From an optimization exercise on the open Yosys and OpenROAD flow, aimed at small area, a short achievable clock period and few clock cycles; shortcuts taken in it are not production practice. Power figures rest on the tool's default switching activity, not on a simulated workload.

Setup of the previous run:
==> flow/design.v <==
`default_nettype none
module alu (
    input wire clk,
    input wire reset,
    input wire enable,
    input wire [3:0] op,
    input wire [15:0] ra,
    input wire [15:0] rb,
    output logic [15:0] out,
    output logic busy
);
    localparam logic [3:0] ALU_ADD = 4'd0, ALU_SUB = 4'd1, ALU_MUL = 4'd2, ALU_DIV = 4'd3,
                           ALU_MOD = 4'd4, ALU_SHL = 4'd5, ALU_SHR = 4'd6, ALU_AND = 4'd7,
                           ALU_OR  = 4'd8, ALU_XOR = 4'd9, ALU_NOR = 4'd10, ALU_POPCNT = 4'd11,
                           ALU_CLZ = 4'd12, ALU_CTZ = 4'd13, ALU_XXX = 4'd14, ALU_CMP = 4'd15;
    localparam logic [1:0] O_SUM = 2'd0, O_LOGIC = 2'd1, O_CMP = 2'd2;
    logic [15:0] x, y;
    logic        cin;
    logic [1:0]  omode;
    logic [3:0]  tt;        
    logic        mul;       
    logic        quo;       
    logic        first;     
    logic [3:0]  cnt;       
    logic        nbit;      
    logic [3:0]  mdig;      
    wire [16:0] sum = {1'b0, x} + {1'b0, y} + {16'b0, cin};
    logic [15:0] lu;
    always_comb
        for (int i = 0; i < 16; i++)
            lu[i] = tt[{x[i], y[i]}];
    wire        eq = &(x ^ y);
    wire        ge = sum[16];
    always_comb begin
        case (omode)
            O_LOGIC: out = lu;
            O_CMP:   out = {13'b0, ge && !eq, eq, !ge};
            default: out = sum[15:0];
        endcase
    end
    function automatic [4:0] clz16(input [15:0] v);
        logic [3:0] c;
        logic [15:0] t;
        begin
            t = v;
            c = 4'd0;
            if (t[15:8] == 8'b0) begin c[3] = 1'b1; t = t << 8; end
            if (t[15:12] == 4'b0) begin c[2] = 1'b1; t = t << 4; end
            if (t[15:14] == 2'b0) begin c[1] = 1'b1; t = t << 2; end
            if (t[15] == 1'b0) c[0] = 1'b1;
            clz16 = (v == 16'b0) ? 5'd16 : {1'b0, c};
        end
    endfunction
    function automatic [3:0] clz8(input [7:0] v);
        logic [2:0] c;
        logic [7:0] t;
        begin
            t = v;
            c = 3'd0;
            if (t[7:4] == 4'b0) begin c[2] = 1'b1; t = t << 4; end
            if (t[7:6] == 2'b0) begin c[1] = 1'b1; t = t << 2; end
            if (t[7] == 1'b0) c[0] = 1'b1;
            clz8 = (v == 8'b0) ? 4'd8 : {1'b0, c};
        end
    endfunction
    function automatic [3:0] popcnt8(input [7:0] v);
        logic [1:0] p2 [4];
        logic [2:0] p4 [2];
        begin
            for (int k = 0; k < 4; k++) p2[k] = {1'b0, v[2*k]} + {1'b0, v[2*k+1]};
            for (int k = 0; k < 2; k++) p4[k] = {1'b0, p2[2*k]} + {1'b0, p2[2*k+1]};
            popcnt8 = {1'b0, p4[0]} + {1'b0, p4[1]};
        end
    endfunction
    function automatic [7:0] rev8(input [7:0] v);
        for (int k = 0; k < 8; k++)
            rev8[k] = v[7 - k];
    endfunction
    wire       hi_zero = (ra[15:8] == 8'b0);
    wire       lo_zero = (ra[7:0] == 8'b0);
    wire [3:0] clz_hi = clz8(ra[15:8]);
    wire [3:0] clz_lo = clz8(ra[7:0]);
    wire [3:0] ctz_lo = clz8(rev8(ra[7:0]));
    wire [3:0] ctz_hi = clz8(rev8(ra[15:8]));
    function automatic [15:0] rev16(input [15:0] v);
        for (int k = 0; k < 16; k++)
            rev16[k] = v[15 - k];
    endfunction
    wire        shl = !busy && (op == ALU_SHL);
    wire [4:0]  shamt = busy ? {1'b0, cnt} + 5'd1 : {|rb[15:4], rb[3:0]};
    wire [15:0] sh_in = shl ? rev16(ra) : ra;
    wire [15:0] sh_r = shamt[4] ? 16'b0 : (sh_in >> shamt[3:0]);
    wire [15:0] sh_out = shl ? rev16(sh_r) : sh_r;
    wire [4:0] clz_a = clz16(ra);
    wire [4:0] clz_b = clz16(rb);
    wire [5:0] nm1 = {1'b0, clz_b} - {1'b0, clz_a};
    wire div_run = !nm1[5] && !clz_b[4];
    wire [16:0] rem2 = {y, nbit};
    wire [16:0] trial = rem2 - {1'b0, rb};
    wire        qbit = !trial[16];
    wire [15:0] rem_next = qbit ? trial[15:0] : rem2[15:0];
    wire [1:0]  dsel = busy ? cnt[1:0] : 2'd0;
    wire [3:0]  digit = busy ? mdig : rb[3:0];
    wire [15:0] mcand = ra << {dsel, 2'b00};
    wire [15:0] pp0 = mcand & {16{digit[0]}};
    wire [15:0] pp1 = (mcand << 1) & {16{digit[1]}};
    wire [15:0] pp2 = (mcand << 2) & {16{digit[2]}};
    wire [15:0] pp3 = (mcand << 3) & {16{digit[3]}};
    wire [15:0] ax = busy ? x : 16'b0;
    wire [15:0] ay = busy ? y : 16'b0;
    wire [15:0] s1 = ax ^ ay ^ pp0;
    wire [15:0] c1 = ((ax & ay) | (ax & pp0) | (ay & pp0)) << 1;
    wire [15:0] s2 = pp1 ^ pp2 ^ pp3;
    wire [15:0] c2 = ((pp1 & pp2) | (pp1 & pp3) | (pp2 & pp3)) << 1;
    wire [15:0] s3 = s1 ^ c1 ^ s2;
    wire [15:0] c3 = ((s1 & c1) | (s1 & s2) | (c1 & s2)) << 1;
    wire [15:0] s4 = s3 ^ c3 ^ c2;
    wire [15:0] c4 = ((s3 & c3) | (s3 & c2) | (c3 & c2)) << 1;
    wire        mul_more = (dsel == 2'd0) ? |rb[15:4] : (dsel == 2'd1) ? |rb[15:8] :
                           (dsel == 2'd2) ? |rb[15:12] : 1'b0;
    logic [15:0] xv, yv;
    logic [1:0]  mv;
    logic [3:0]  tv;
    always_comb begin
        xv = ra;
        yv = rb;
        mv = O_SUM;
        tv = 4'b0000;
        case (op)
            ALU_SUB: yv = ~rb;
            ALU_MUL: begin xv = s4; yv = c4; end
            ALU_DIV: begin xv = {16{rb == 16'b0}}; yv = ra; mv = O_LOGIC; tv = 4'b1100; end
            ALU_MOD: begin xv = {16{rb == 16'b0}}; yv = ra; mv = O_LOGIC; tv = 4'b1010; end
            ALU_SHL, ALU_SHR: begin xv = sh_out; mv = O_LOGIC; tv = 4'b1100; end
            ALU_AND: begin mv = O_LOGIC; tv = 4'b1000; end
            ALU_OR:  begin mv = O_LOGIC; tv = 4'b1110; end
            ALU_XOR: begin mv = O_LOGIC; tv = 4'b0110; end
            ALU_NOR: begin mv = O_LOGIC; tv = 4'b0001; end
            ALU_POPCNT: begin xv = {12'b0, popcnt8(ra[7:0])}; yv = {12'b0, popcnt8(ra[15:8])}; end
            ALU_CLZ: begin xv = {12'b0, clz_hi}; yv = {12'b0, hi_zero ? clz_lo : 4'd0}; end
            ALU_CTZ: begin xv = {12'b0, ctz_lo}; yv = {12'b0, lo_zero ? ctz_hi : 4'd0}; end
            ALU_CMP: begin yv = ~rb; mv = O_CMP; end
            default: ;
        endcase
    end
    always_ff @(posedge clk) begin
        if (reset) begin
            omode <= O_LOGIC;
            busy <= 1'b0;
        end else if (busy) begin
            if (mul) begin
                x <= s4;
                y <= c4;
                if (!mul_more) busy <= 1'b0;
            end else if (first) begin
                y <= sh_r;
            end else begin
                x <= {x[14:0], qbit};
                y <= rem_next;
                if (cnt == 4'd0) busy <= 1'b0;
            end
        end else if (enable && op != ALU_XXX) begin
            x <= xv;
            y <= yv;
            cin <= (op == ALU_SUB) || (op == ALU_CMP);
            omode <= mv;
            busy <= ((op == ALU_DIV || op == ALU_MOD) && div_run) || ((op == ALU_MUL) && mul_more);
        end
    end
    always_ff @(posedge clk) begin
        if (busy) begin
            if (mul) cnt <= cnt + 4'd1;
            else if (!first) cnt <= cnt - 4'd1;
            mdig <= rb[4*(cnt[1:0] + 2'd1) +: 4];
            first <= 1'b0;
            nbit <= first ? ra[cnt] : ra[cnt - 4'd1];
        end else if (enable && (op == ALU_DIV || op == ALU_MOD)) begin
            cnt <= nm1[3:0];
            mul <= 1'b0;
            quo <= (op == ALU_DIV);
            first <= div_run;
        end else if (enable && op == ALU_MUL) begin
            cnt <= 4'd1;
            mdig <= rb[7:4];
            mul <= 1'b1;
        end
        if (reset) tt <= 4'b0000;
        else if (!busy && enable && op != ALU_XXX) tt <= tv;
    end
endmodule
==> flow/config.mk <==
export PLATFORM = sky130hd
export DESIGN_NAME = alu
export DESIGN_NICKNAME = alu
export VERILOG_FILES = /design/flow/design.v
export SDC_FILE = /design/flow/constraint.sdc
export NUM_CORES = 4
export LEC_CHECK = 0
export CAP_MARGIN = 20
export CORE_MARGIN = 2
export CORE_UTILIZATION = 60
export SLEW_MARGIN = 20
==> flow/constraint.sdc <==
create_clock -name core_clock -period 9.0 [get_ports {clk}]
set_input_delay 1.8000 -clock core_clock [delete_from_list [all_inputs] [get_ports {clk}]]
set_output_delay 1.8000 -clock core_clock [all_outputs]
set_load 0.01 [all_outputs]
standard.sh (not shown) runs the stock make flow with config.mk's settings and CLKGATE_MAP_FILE= SYNTH_SCRIPT=/design/flow/synth_recipe.tcl, a recipe that flattens the netlist after the stock synthesis.
==> flow/flow/run.sh <==
#!/bin/bash
# The standard layout, with plain buffers (buf_4) on the ports instead of the
# delay cells buffer_ports picks by default.
set -euo pipefail
export BUFFER_PORTS_ARGS="-buffer_cell sky130_fd_sc_hd__buf_4"
bash standard.sh > standard_flow.log 2>&1
The previous run: no failed stages, no open violations at the end
Input-level comparison between the current run and the previous run:
- SETUP_SLACK_MARGIN: unset -> 3.6
==> comparison <==
The largest fanout of any net on the critical path in the current run sits 14 above the value recorded for the previous run.
The previous run -> the current run: final standard cell area without fillers flat
On combined area of the multi-input logic cells, the current run and the previous run are basically level.
The number of non-clock buffers in the layout in the current run sits about 3% above the value recorded for the previous run.
Setup slack of the critical path after layout: the current run > the previous run
Relative to the previous run, total power has gone up in the current run.
The previous run → the current run: via count now sits at about the same level; part of the cycle the worst path needs lost 4.3 points.
No functional check of the RTL was part of any run of this note.

## re-timing with driven ports
The flow's constraints put no driver on any port. The routed layouts listed below were extracted and timed again, unchanged, in two steps.
Step 1 (the two cells are an assumption about what drives the block):
set clk [get_ports {clk}]
set_driving_cell -lib_cell sky130_fd_sc_hd__clkbuf_16 $clk
set_driving_cell -lib_cell sky130_fd_sc_hd__buf_2 [delete_from_list [all_inputs] $clk]
Step 2, shift: input delay + t, output delay - t, t = (earliest + latest rising clock arrival at the registers) / 2. This alone moves slack from input paths to output paths.
Slacks: ideal ports / drivers / drivers and shift; pairs: ideal ports / drivers.
| run | t (ns) | setup WS [ns] | worst setup path after step 2 | slew at the worst register clock pin (ns) | worst data-port slew with drivers (ns) |
|---|---|---|---|---|---|
| the previous run | 0.357 | 3.373 / 3.324 / 3.367 | input to register | 0.07 / 0.07 | 0.03 |
| the current run | 0.357 | 3.760 / 3.742 / 3.443 | input to register | 0.08 / 0.08 | 0.03 |
After both steps setup and hold are still met in every run listed. For the current run, which loses most, drivers alone change the setup slack by -0.018 ns; drivers and shift together by -0.317 ns.
